What follows belongs to an exercise in optimizing a design on an open flow for small area; a production flow would make more cautious choices. In this exercise RTL edits were held to simulation tests only and were not proved equivalent to the original. Power is estimated from default activity; no workload was simulated.

==> v14: inputs <==
==> flow/design.v <==
`timescale 1ns / 1ps
module cla_32bit(
    input i_clk,
    input [31:0]    in1,
    input [31:0]    in2,
    output [32:0]   out
    );
    reg [32:0] s0, s1, s2, s3, s4, s5, s6, s7, s8, s9;
    always @(posedge i_clk) begin
        s0 <= {1'b0, in1} + {1'b0, in2};
        s1 <= s0;
        s2 <= s1;
        s3 <= s2;
        s4 <= s3;
        s5 <= s4;
        s6 <= s5;
        s7 <= s6;
        s8 <= s7;
        s9 <= s8;
    end
    assign out = s9;
endmodule
==> flow/run.sh <==
#!/bin/bash
# synth_recipe.tcl (not shown) runs the flow's synth.tcl, then flattens the netlist and writes it again
# the make line also repeats each setting of config.mk as NAME=value (left out here)
make -C /OpenROAD-flow-scripts/flow DESIGN_CONFIG=/design/flow/config.mk WORK_HOME=/design/flow/orfs CLKGATE_MAP_FILE= SYNTH_SCRIPT=/design/flow/synth_recipe.tcl finish
==> flow/config.mk <==
export PLATFORM = sky130hd
export DESIGN_NAME = cla_32bit
export DESIGN_NICKNAME = cla_32bit
export VERILOG_FILES = /design/flow/design.v
export SDC_FILE = /design/flow/constraint.sdc
export NUM_CORES = 4
export LEC_CHECK = 0
export CAP_MARGIN = 20
export CORE_MARGIN = 2
export CORE_UTILIZATION = 40
export SLEW_MARGIN = 20
==> flow/constraint.sdc <==
create_clock -name core_clock -period 2.5 [get_ports {i_clk}]
set_input_delay 0.5000 -clock core_clock [delete_from_list [all_inputs] [get_ports {i_clk}]]
set_output_delay 0.5000 -clock core_clock [all_outputs]
set_load 0.01 [all_outputs]
==> inputs of v11, as changes to v14 <==
==> flow/design.v, changed modules only <==
module cla_32bit(input i_clk, input [31:0] in1, input [31:0] in2, output [32:0] out);
  wire [31:0] a = in1, b = in2;
  wire [32:0] sum;
  wire [31:0] p = a ^ b, g = a & b;
  wire G1 = g[1] | (p[1] & g[0]);
  wire P1 = p[1] & p[0];
  wire G2 = g[3] | (p[3] & g[2]);
  wire P2 = p[3] & p[2];
  wire G3 = g[5] | (p[5] & g[4]);
  wire P3 = p[5] & p[4];
  wire G4 = g[7] | (p[7] & g[6]);
  wire P4 = p[7] & p[6];
  wire G5 = g[9] | (p[9] & g[8]);
  wire P5 = p[9] & p[8];
  wire G6 = g[11] | (p[11] & g[10]);
  wire P6 = p[11] & p[10];
  wire G7 = g[13] | (p[13] & g[12]);
  wire P7 = p[13] & p[12];
  wire G8 = g[15] | (p[15] & g[14]);
  wire P8 = p[15] & p[14];
  wire G9 = g[17] | (p[17] & g[16]);
  wire P9 = p[17] & p[16];
  wire G10 = g[19] | (p[19] & g[18]);
  wire P10 = p[19] & p[18];
  wire G11 = g[21] | (p[21] & g[20]);
  wire P11 = p[21] & p[20];
  wire G12 = g[23] | (p[23] & g[22]);
  wire P12 = p[23] & p[22];
  wire G13 = g[25] | (p[25] & g[24]);
  wire P13 = p[25] & p[24];
  wire G14 = g[27] | (p[27] & g[26]);
  wire P14 = p[27] & p[26];
  wire G15 = g[29] | (p[29] & g[28]);
  wire P15 = p[29] & p[28];
  wire G16 = g[31] | (p[31] & g[30]);
  wire P16 = p[31] & p[30];
  wire G17 = G2 | (P2 & G1);
  wire P17 = P2 & P1;
  wire G18 = G4 | (P4 & G3);
  wire P18 = P4 & P3;
  wire G19 = G6 | (P6 & G5);
  wire P19 = P6 & P5;
  wire G20 = G8 | (P8 & G7);
  wire P20 = P8 & P7;
  wire G21 = G10 | (P10 & G9);
  wire P21 = P10 & P9;
  wire G22 = G12 | (P12 & G11);
  wire P22 = P12 & P11;
  wire G23 = G14 | (P14 & G13);
  wire P23 = P14 & P13;
  wire G24 = G16 | (P16 & G15);
  wire P24 = P16 & P15;
  wire G25 = G18 | (P18 & G17);
  wire P25 = P18 & P17;
  wire G26 = G20 | (P20 & G19);
  wire P26 = P20 & P19;
  wire G27 = G22 | (P22 & G21);
  wire P27 = P22 & P21;
  wire G28 = G24 | (P24 & G23);
  wire P28 = P24 & P23;
  wire G29 = G26 | (P26 & G25);
  wire P29 = P26 & P25;
  wire G30 = G28 | (P28 & G27);
  wire P30 = P28 & P27;
  wire G31 = G30 | (P30 & G29);
  wire P31 = P30 & P29;
  wire G32 = G27 | (P27 & G29);
  wire P32 = P27 & P29;
  wire G33 = G19 | (P19 & G25);
  wire P33 = P19 & P25;
  wire G34 = G21 | (P21 & G29);
  wire P34 = P21 & P29;
  wire G35 = G23 | (P23 & G32);
  wire P35 = P23 & P32;
  wire G36 = G3 | (P3 & G17);
  wire P36 = P3 & P17;
  wire G37 = G5 | (P5 & G25);
  wire P37 = P5 & P25;
  wire G38 = G7 | (P7 & G33);
  wire P38 = P7 & P33;
  wire G39 = G9 | (P9 & G29);
  wire P39 = P9 & P29;
  wire G40 = G11 | (P11 & G34);
  wire P40 = P11 & P34;
  wire G41 = G13 | (P13 & G32);
  wire P41 = P13 & P32;
  wire G42 = G15 | (P15 & G35);
  wire P42 = P15 & P35;
  wire G43 = g[2] | (p[2] & G1);
  wire P43 = p[2] & P1;
  wire G44 = g[4] | (p[4] & G17);
  wire P44 = p[4] & P17;
  wire G45 = g[6] | (p[6] & G36);
  wire P45 = p[6] & P36;
  wire G46 = g[8] | (p[8] & G25);
  wire P46 = p[8] & P25;
  wire G47 = g[10] | (p[10] & G37);
  wire P47 = p[10] & P37;
  wire G48 = g[12] | (p[12] & G33);
  wire P48 = p[12] & P33;
  wire G49 = g[14] | (p[14] & G38);
  wire P49 = p[14] & P38;
  wire G50 = g[16] | (p[16] & G29);
  wire P50 = p[16] & P29;
  wire G51 = g[18] | (p[18] & G39);
  wire P51 = p[18] & P39;
  wire G52 = g[20] | (p[20] & G34);
  wire P52 = p[20] & P34;
  wire G53 = g[22] | (p[22] & G40);
  wire P53 = p[22] & P40;
  wire G54 = g[24] | (p[24] & G32);
  wire P54 = p[24] & P32;
  wire G55 = g[26] | (p[26] & G41);
  wire P55 = p[26] & P41;
  wire G56 = g[28] | (p[28] & G35);
  wire P56 = p[28] & P35;
  wire G57 = g[30] | (p[30] & G42);
  wire P57 = p[30] & P42;
  assign sum[0] = p[0];
  assign sum[1] = p[1] ^ g[0];
  assign sum[2] = p[2] ^ G1;
  assign sum[3] = p[3] ^ G43;
  assign sum[4] = p[4] ^ G17;
  assign sum[5] = p[5] ^ G44;
  assign sum[6] = p[6] ^ G36;
  assign sum[7] = p[7] ^ G45;
  assign sum[8] = p[8] ^ G25;
  assign sum[9] = p[9] ^ G46;
  assign sum[10] = p[10] ^ G37;
  assign sum[11] = p[11] ^ G47;
  assign sum[12] = p[12] ^ G33;
  assign sum[13] = p[13] ^ G48;
  assign sum[14] = p[14] ^ G38;
  assign sum[15] = p[15] ^ G49;
  assign sum[16] = p[16] ^ G29;
  assign sum[17] = p[17] ^ G50;
  assign sum[18] = p[18] ^ G39;
  assign sum[19] = p[19] ^ G51;
  assign sum[20] = p[20] ^ G34;
  assign sum[21] = p[21] ^ G52;
  assign sum[22] = p[22] ^ G40;
  assign sum[23] = p[23] ^ G53;
  assign sum[24] = p[24] ^ G32;
  assign sum[25] = p[25] ^ G54;
  assign sum[26] = p[26] ^ G41;
  assign sum[27] = p[27] ^ G55;
  assign sum[28] = p[28] ^ G35;
  assign sum[29] = p[29] ^ G56;
  assign sum[30] = p[30] ^ G42;
  assign sum[31] = p[31] ^ G57;
  assign sum[32] = G31;
  reg [32:0] s0, s1, s2, s3, s4, s5, s6, s7, s8, s9;
  always @(posedge i_clk) begin
    s0 <= sum; s1 <= s0; s2 <= s1; s3 <= s2; s4 <= s3;
    s5 <= s4; s6 <= s5; s7 <= s6; s8 <= s7; s9 <= s8;
  end
  assign out = s9;
endmodule
==> flow/flow/run.sh (new file) <==
#!/bin/bash
# Standard ORFS layout (the standard.sh, standard synthesis unchanged) with:
#  - port buffers of the smallest buffer cell instead of the default delay buffer
#  - CTS with larger sink clusters of clkbuf_4/clkbuf_8 and no dummy loads
# Each tool's full output stays in orfs/logs/; make's own output goes to make.log here.
set -euo pipefail
bash standard.sh \
  "BUFFER_PORTS_ARGS=-buffer_cell sky130_fd_sc_hd__buf_1" \
  "CTS_ARGS=-sink_clustering_enable -repair_clock_nets -dont_use_dummy_load -sink_clustering_size 20 -sink_clustering_max_diameter 60 -buf_list {sky130_fd_sc_hd__clkbuf_4 sky130_fd_sc_hd__clkbuf_8}" \
  finish > make.log 2>&1
==> flow/standard.sh (new file) <==
#!/bin/bash
# synth_recipe.tcl (not shown) runs the flow's synth.tcl, then flattens the netlist and writes it again
# the make line also repeats each setting of config.mk as NAME=value (left out here)
make -C /OpenROAD-flow-scripts/flow DESIGN_CONFIG=/design/flow/config.mk WORK_HOME=/design/flow/orfs CLKGATE_MAP_FILE= SYNTH_SCRIPT=/design/flow/synth_recipe.tcl "${@:-finish}"
Settings changed: ABC_AREA set to 1, CORE_UTILIZATION 40 to 70, GPL_TIMING_DRIVEN set to 0.
removed: flow/run.sh
==> comparison table <==
Number of clock buffer instances in the layout: v11 20; v14 35
Data arrival time at the worst-slack endpoint: v11 2.63 ns; v14 2.79 ns
Non-Clock Buffer Count: v11 97; v14 193
Sequential group share of total power: v11 72.5%; v14 56.1%
Seq/total area: v11 75.0%; v14 57.9%
Layout Nets: v11 741; v14 911
Number of violations reported at the end of detailed-routing iteration 0: v11 120; v14 215
Met2 Track Usage GR: v11 26.2%; v14 18.7%
Status: v11 timing/DRC/antenna clean; v14 timing/DRC/antenna clean
Total power consumption of the routed design: v11 9.21 mW; v14 11.9 mW
Capturing point of the worst reg2reg path: v11 s1[3]$_DFF_P_; v14 s1[27]$_DFF_P_
NetSw: v11 1.86 mW; v14 2.37 mW
Multi-input combinational area share: v11 14.0%; v14 16.2%
Total internal power: v11 7.34 mW; v14 9.53 mW
Hold Path Origin: v11 in2[0]; v14 in1[0]
Clock skew: v11 0.0327 ns; v14 0.00582 ns
Final Hold Slack: v11 0.286 ns; v14 0.263 ns

==> inputs of run a <==
// cla_32bit: RTL as listed in full above, without the edits since
Settings: LEC_CHECK=0, ABC_AREA=1, CAP_MARGIN=20, CORE_MARGIN=2, CORE_UTILIZATION=70, GPL_TIMING_DRIVEN=0, SLEW_MARGIN=20; clock period 2.5 ns.
standard.sh (not shown) runs the stock make flow with config.mk's settings and CLKGATE_MAP_FILE= SYNTH_SCRIPT=/design/flow/synth_recipe.tcl, a recipe that flattens the netlist after the stock synthesis.
==> flow/flow/run.sh <==
#!/bin/bash
# Layout flow: the standard ORFS layout (standard.sh) with
#  - the standard synthesis run unchanged, then its adder logic (everything but the registers)
#    replaced by the hand-mapped adder in add33.v (splice.py); registers are kept as synthesised
#  - port buffers of the smallest buffer cell instead of the default delay buffer
#  - CTS with sink clusters of 22 registers on clkbuf_8, clkbuf_4 above them, no dummy loads
# make's output goes to synth.log / make.log here; each tool's full log stays in orfs/logs/.
set -euo pipefail
ARGS=(
  "BUFFER_PORTS_ARGS=-buffer_cell sky130_fd_sc_hd__buf_1"
  "CTS_ARGS=-sink_clustering_enable -repair_clock_nets -dont_use_dummy_load -sink_clustering_size 22 -sink_clustering_max_diameter 60 -buf_list sky130_fd_sc_hd__clkbuf_8 -root_buf sky130_fd_sc_hd__clkbuf_4 -tree_buf sky130_fd_sc_hd__clkbuf_4"
)
R=orfs/results/${FLOW_PLATFORM:-sky130hd}/cla_32bit/base
bash standard.sh "${ARGS[@]}" synth > synth.log 2>&1
cp "$R/1_2_yosys.v" standard_synth.v
python3 flow/splice.py "$R/1_2_yosys.v" flow/add33.v > splice.log 2>&1
rm -f "$R/1_synth.odb" "$R/1_synth.sdc"
bash standard.sh "${ARGS[@]}" finish > make.log 2>&1
Other scripts of this flow, unchanged in this note and not shown: flow/flow/add33.v, flow/flow/splice.py
==> inputs of run b, as changes to run a <==
--- a/flow/flow/run.sh
+++ b/flow/flow/run.sh
@@ -4,10 +4,10 @@
 #    replaced by the hand-mapped adder in add33.v (splice.py); registers are kept as synthesised
 #  - port buffers of the smallest buffer cell instead of the default delay buffer
-#  - CTS with sink clusters of 22 registers on clkbuf_8, clkbuf_4 above them, no dummy loads
+#  - CTS with larger sink clusters of clkbuf_4/clkbuf_8 and no dummy loads
 # make's output goes to synth.log / make.log here; each tool's full log stays in orfs/logs/.
 set -euo pipefail
 ARGS=(
   "BUFFER_PORTS_ARGS=-buffer_cell sky130_fd_sc_hd__buf_1"
-  "CTS_ARGS=-sink_clustering_enable -repair_clock_nets -dont_use_dummy_load -sink_clustering_size 22 -sink_clustering_max_diameter 60 -buf_list sky130_fd_sc_hd__clkbuf_8 -root_buf sky130_fd_sc_hd__clkbuf_4 -tree_buf sky130_fd_sc_hd__clkbuf_4"
+  "CTS_ARGS=-sink_clustering_enable -repair_clock_nets -dont_use_dummy_load -sink_clustering_size 22 -sink_clustering_max_diameter 60 -buf_list {sky130_fd_sc_hd__clkbuf_8}"
 )
 R=orfs/results/${FLOW_PLATFORM:-sky130hd}/cla_32bit/base
==> summary.txt <==
Sequential cell count is the same in run a and run b. Power: run b is higher than run a (0.72%). Synthesized cell count is the same in run a and run b. First-iteration DRC count: run b is lower than run a (11%).

## re-timing with driven ports
No port has a modelled driver above. Below, the same layouts with a new extraction and two added sets of constraints.
Step 1 (the two cells are an assumption about what drives the block):
set clk [get_ports {i_clk}]
set_driving_cell -lib_cell sky130_fd_sc_hd__clkbuf_16 $clk
set_driving_cell -lib_cell sky130_fd_sc_hd__buf_2 [delete_from_list [all_inputs] $clk]
Step 2 times the ports against the registers' clock, not the clock port: input delays grow and output delays shrink by t, the midpoint of the rising clock arrivals with the driver on.
Slacks: ideal ports / drivers / drivers and shift; pairs: ideal ports / drivers.
| run | shift t [ns] | setup slack, ns | worst setup path after step 2 | clock arrival spread, ns | cell pins on the clock port's net |
|---|---|---|---|---|---|
| v14 | 0.547 | 0.164 / 0.172 / -0.375 | input to register | 0.011 / 0.010 | 1 |
| v11 | 0.506 | 0.266 / 0.278 / -0.228 | input to register | 0.044 / 0.045 | 1 |
| run a | 0.607 | 0.209 / 0.217 / -0.390 | input to register | 0.024 / 0.024 | 1 |
| run b | 0.516 | 0.200 / 0.208 / -0.308 | input to register | 0.015 / 0.015 | 1 |
With both steps, setup timing fails in every run listed, where it was met with ideal ports. The setup slack of run a, which loses most, moves by +0.008 ns with the drivers and by -0.599 ns with both steps.
